Context: an optimization exercise on an open-source flow, tuned for small area, a short achievable clock period and few clock cycles per item. The choices shown serve that exercise and are no tape-out recipe. Power and IR drop assume default switching activity.

the reference run:
Design DIV, start of the top module:
module DIV (
  input clock, reset,
  input flush,
  output in_ready,
  input in_valid,
  input in_sign,
  input [31:0] in_a, in_b,
  input out_ready,
  output out_valid,
  output [31:0] out_quot,
  output [31:0] out_rem
);
Size in the first run: about 110 flip-flops, roughly 140 I/O pins.
==> module DIV, before the edit <==
module DIV (
  input clock, reset,
  input flush,
  output in_ready,
  input in_valid,
  input in_sign,
  input [31:0] in_a, in_b,
  input out_ready,
  output out_valid,
  output [31:0] out_quot,
  output [31:0] out_rem
);
  localparam [1:0] ST_IDLE = 2'd0, ST_PREP = 2'd1, ST_ITER = 2'd2, ST_DONE = 2'd3;
  reg [1:0] state;
  reg [31:0] r;      
  reg [32:0] e;      
  reg [31:0] q;
  reg [5:0] cnt;     
  reg bs, qs, rs;
  function automatic [5:0] clz32(input [31:0] x);
    reg [15:0] v1; reg [15:0] p1;
    reg [7:0] v2;  reg [15:0] p2;
    reg [3:0] v3;  reg [11:0] p3;
    reg [1:0] v4;  reg [7:0] p4;
    integer i;
    begin
      for (i = 0; i < 16; i = i + 1) begin
        v1[i] = x[2*i+1] | x[2*i];
        p1[i] = ~x[2*i+1];
      end
      for (i = 0; i < 8; i = i + 1) begin
        v2[i] = v1[2*i+1] | v1[2*i];
        p2[2*i+1] = ~v1[2*i+1];
        p2[2*i]   = v1[2*i+1] ? p1[2*i+1] : p1[2*i];
      end
      for (i = 0; i < 4; i = i + 1) begin
        v3[i] = v2[2*i+1] | v2[2*i];
        p3[3*i+2]  = ~v2[2*i+1];
        p3[3*i+:2] = v2[2*i+1] ? p2[4*i+2+:2] : p2[4*i+:2];
      end
      for (i = 0; i < 2; i = i + 1) begin
        v4[i] = v3[2*i+1] | v3[2*i];
        p4[4*i+3]  = ~v3[2*i+1];
        p4[4*i+:3] = v3[2*i+1] ? p3[6*i+3+:3] : p3[6*i+:3];
      end
      clz32[5] = ~(v4[1] | v4[0]);
      clz32[4] = ~v4[1] & v4[0];
      clz32[3:0] = v4[1] ? p4[7:4] : (p4[3:0] & {4{v4[0]}});
    end
  endfunction
  function automatic [31:0] cneg(input s, input [31:0] x);
    reg [31:0] p;
    begin
      p = x;
      p = p | (p << 1);
      p = p | (p << 2);
      p = p | (p << 4);
      p = p | (p << 8);
      p = p | (p << 16);
      cneg = x ^ ({32{s}} & {p[30:0], 1'b0});
    end
  endfunction
  function automatic [34:0] add35(input [34:0] a, input [34:0] b, input ci);
    reg [34:0] p, g, gg, pp, c;
    integer l, i, j;
    begin
      p = a ^ b;
      g = a & b;
      g[0] = g[0] | (p[0] & ci);
      gg = g; pp = p;
      for (l = 0; l < 6; l = l + 1)
        for (i = 34; i >= 0; i = i - 1)
          if (((i >> l) & 1) == 1) begin
            j = ((i >> l) << l) - 1;
            gg[i] = gg[i] | (pp[i] & gg[j]);
            pp[i] = pp[i] & pp[j];
          end
      c = {gg[33:0], ci};
      add35 = p ^ c;
    end
  endfunction
  wire st_idle = state == ST_IDLE;
  wire st_done = state == ST_DONE;
  assign in_ready = st_idle | (st_done & out_ready);
  assign out_valid = st_done;
  wire acc = in_ready & in_valid;
  wire in_as = in_a[31] & in_sign;
  wire in_bs = in_b[31] & in_sign;
  wire [31:0] absa = cneg(in_as, in_a);
  wire [31:0] bx = in_b ^ {32{in_bs}};
  wire [6:0] sh = {1'b0, clz32(bx)} - {1'b0, clz32(absa)};   
  reg [32:0] bsh;
  integer k;
  always @* begin
    bsh = {e[31:0], bs};
    for (k = 1; k < 6; k = k + 1)
      if (cnt[k]) bsh = (bsh << (1 << k)) | ({33{bs}} & ~({33{1'b1}} << (1 << k)));
  end
  wire cin = ~bs;
  wire [34:0] ex0 = {2'b11, e};
  wire [34:0] ex1 = {3'b111, e[32:1]};
  wire [34:0] ra = {3'b000, r};
  wire [34:0] d1 = add35(ra, ex0, cin);
  wire [34:0] d2 = add35(ra, ex1, cin);
  wire [34:0] cs_s = ra ^ ex0 ^ ex1;
  wire [34:0] cs_c = (ra & ex0) | (ra & ex1) | (ex0 & ex1);
  wire [34:0] d3 = add35(cs_s, {cs_c[33:0], cin}, cin);
  wire q1 = ~d1[34];
  wire q2 = q1 ? ~d3[34] : ~d2[34];
  wire [31:0] rn = q1 ? (q2 ? d3[31:0] : d1[31:0]) : (q2 ? d2[31:0] : r);
  always @(posedge clock) begin
    if (reset | flush) begin
      state <= ST_IDLE;
    end else if (acc) begin
      state <= sh[6] ? ST_DONE : (sh[5:1] == 5'd0) ? ST_ITER : ST_PREP;
      r <= absa;
      e <= (sh[5:1] == 5'd0) ? ~{1'b0, bx, in_bs} : {1'b0, bx};
      q <= 32'b0;
      cnt <= (sh[5:1] == 5'd0) ? 6'd0 : sh[5:0];
      bs <= in_bs;
      qs <= (in_a[31] ^ in_b[31]) & in_sign;
      rs <= in_as;
    end else begin
      case (state)
        ST_PREP: begin
          e <= ~bsh;
          cnt <= {1'b0, cnt[5:1]};
          state <= ST_ITER;
        end
        ST_ITER: begin
          r <= rn;
          q <= {q[29:0], q1, q2};
          e <= {2'b11, e[32:2]};
          cnt <= cnt - 6'd1;
          if (cnt == 6'd0) state <= ST_DONE;
        end
        ST_DONE: begin
          if (out_ready) state <= ST_IDLE;
        end
        default: ;
      endcase
    end
  end
  assign out_quot = cneg(qs, q);
  assign out_rem  = cneg(rs, r);
endmodule
clock: 8.0 ns
lec_check: 0
cap_margin: 20
core_margin: 2
core_utilization: 40
setup_slack_margin: 2.5
slew_margin: 20
standard.sh (not shown) runs the stock make flow with config.mk's settings and CLKGATE_MAP_FILE= SYNTH_SCRIPT=/design/flow/synth_recipe.tcl, a recipe that flattens the netlist after the stock synthesis.
==> flow/flow/run.sh <==
#!/bin/bash
# The standard layout, with the port buffers made from buf_4 cells instead of
# the resizer's default choice (a slow delay buffer), so that the fixed input
# and output delays are not lengthened further by the port buffers.
set -euo pipefail
export BUFFER_PORTS_ARGS="-buffer_cell sky130_fd_sc_hd__buf_4"
bash standard.sh > standard.log 2>&1
#### Input delta (the trial run over the reference run)
diff --git a/flow/design.v b/flow/design.v
--- a/flow/design.v
+++ b/flow/design.v
@@ -7,14 +7,15 @@
   input [31:0] in_a, in_b,
   input out_ready,
   output out_valid,
   output [31:0] out_quot,
   output [31:0] out_rem
 );
-  localparam [1:0] ST_IDLE = 2'd0, ST_PREP = 2'd1, ST_ITER = 2'd2, ST_DONE = 2'd3;
-  reg [1:0] state;
+  localparam [2:0] ST_IDLE = 3'd0, ST_PREP = 3'd1, ST_ITER = 3'd2, ST_FIX = 3'd3,
+                   ST_DONE = 3'd4;
+  reg [2:0] state;
   reg [31:0] r;      
   reg [32:0] e;      
   reg [31:0] q;
   reg [5:0] cnt;     
   reg bs, qs, rs;
   function automatic [5:0] clz32(input [31:0] x);
@@ -86,18 +87,18 @@
   wire acc = in_ready & in_valid;
   wire in_as = in_a[31] & in_sign;
   wire in_bs = in_b[31] & in_sign;
   wire [31:0] absa = cneg(in_as, in_a);
   wire [31:0] bx = in_b ^ {32{in_bs}};
   wire [6:0] sh = {1'b0, clz32(bx)} - {1'b0, clz32(absa)};   
-  reg [32:0] bsh;
+  reg [32:0] esh;
   integer k;
   always @* begin
-    bsh = {e[31:0], bs};
-    for (k = 1; k < 6; k = k + 1)
-      if (cnt[k]) bsh = (bsh << (1 << k)) | ({33{bs}} & ~({33{1'b1}} << (1 << k)));
+    esh = e;
+    for (k = 0; k < 5; k = k + 1)
+      if (cnt[k]) esh = (esh << (2 << k)) | ({33{~bs}} & ~({33{1'b1}} << (2 << k)));
   end
   wire cin = ~bs;
   wire [34:0] ex0 = {2'b11, e};
   wire [34:0] ex1 = {3'b111, e[32:1]};
   wire [34:0] ra = {3'b000, r};
   wire [34:0] d1 = add35(ra, ex0, cin);
@@ -109,38 +110,42 @@
   wire q2 = q1 ? ~d3[34] : ~d2[34];
   wire [31:0] rn = q1 ? (q2 ? d3[31:0] : d1[31:0]) : (q2 ? d2[31:0] : r);
   always @(posedge clock) begin
     if (reset | flush) begin
       state <= ST_IDLE;
     end else if (acc) begin
-      state <= sh[6] ? ST_DONE : (sh[5:1] == 5'd0) ? ST_ITER : ST_PREP;
+      state <= sh[6] ? (in_as ? ST_FIX : ST_DONE) : (sh[5:1] == 5'd0) ? ST_ITER : ST_PREP;
       r <= absa;
-      e <= (sh[5:1] == 5'd0) ? ~{1'b0, bx, in_bs} : {1'b0, bx};
+      e <= ~{bx, in_bs};
       q <= 32'b0;
-      cnt <= (sh[5:1] == 5'd0) ? 6'd0 : sh[5:0];
+      cnt <= {1'b0, sh[5:1]};
       bs <= in_bs;
       qs <= (in_a[31] ^ in_b[31]) & in_sign;
       rs <= in_as;
     end else begin
       case (state)
         ST_PREP: begin
-          e <= ~bsh;
-          cnt <= {1'b0, cnt[5:1]};
+          e <= esh;
           state <= ST_ITER;
         end
         ST_ITER: begin
           r <= rn;
           q <= {q[29:0], q1, q2};
           e <= {2'b11, e[32:2]};
           cnt <= cnt - 6'd1;
-          if (cnt == 6'd0) state <= ST_DONE;
+          if (cnt == 6'd0) state <= (qs | rs) ? ST_FIX : ST_DONE;
+        end
+        ST_FIX: begin
+          q <= cneg(qs, q);
+          r <= cneg(rs, r);
+          state <= ST_DONE;
         end
         ST_DONE: begin
           if (out_ready) state <= ST_IDLE;
         end
         default: ;
       endcase
     end
   end
-  assign out_quot = cneg(qs, q);
-  assign out_rem  = cneg(rs, r);
+  assign out_quot = q;
+  assign out_rem  = r;
 endmodule
==> results.txt <==
| clock power share | the trial run vs the reference run | 1.5 points lower |
Taking the reference run as the reference, in the trial run global-route wire length before repair saw an increase, site row count has increased, overall overflow remaining after global route roughly the same.
Comparing the trial run and the reference run, switching portion of total power is higher on the trial run.
Summary of the trial run over the reference run: effective utilization at floorplan ~0 delta; setup slack +1.17 ns; post-synthesis share of cell area spent on xor and xnor gates -0.15 points; final cell count +58; global-route usage +2.0 points.
Total stage count of the critical path: the trial run < the reference run
Function was not checked in any run of this note: the RTL went through the layout flow alone.

[what the ideal ports hide]
The flow's constraints put no driver on any port. The routed layouts listed below were extracted and timed again, unchanged, in two steps. Step 1 sets driving cells, clkbuf_16 on the clock port and buf_2 on the other inputs (assumed; they add their load-dependent delay and slew). Step 2 also shifts input and output timing later by t, the mid clock arrival at the registers, as if the neighbouring blocks saw the same clock. a / b / c = ideal ports / drivers / drivers and shift; a / b = the first two.
| run | t (ns) | setup WS [ns] | clock arrival spread, ns |
|---|---|---|---|
| the reference run | 0.424 | 1.438 / 1.450 / 1.025 | 0.017 / 0.017 |
| the trial run | 0.429 | 2.606 / 2.606 / 2.343 | 0.017 / 0.017 |
After both steps every run listed still meets setup and hold. For the reference run, which loses most, drivers alone change the setup slack by +0.012 ns; drivers and shift together by -0.413 ns.
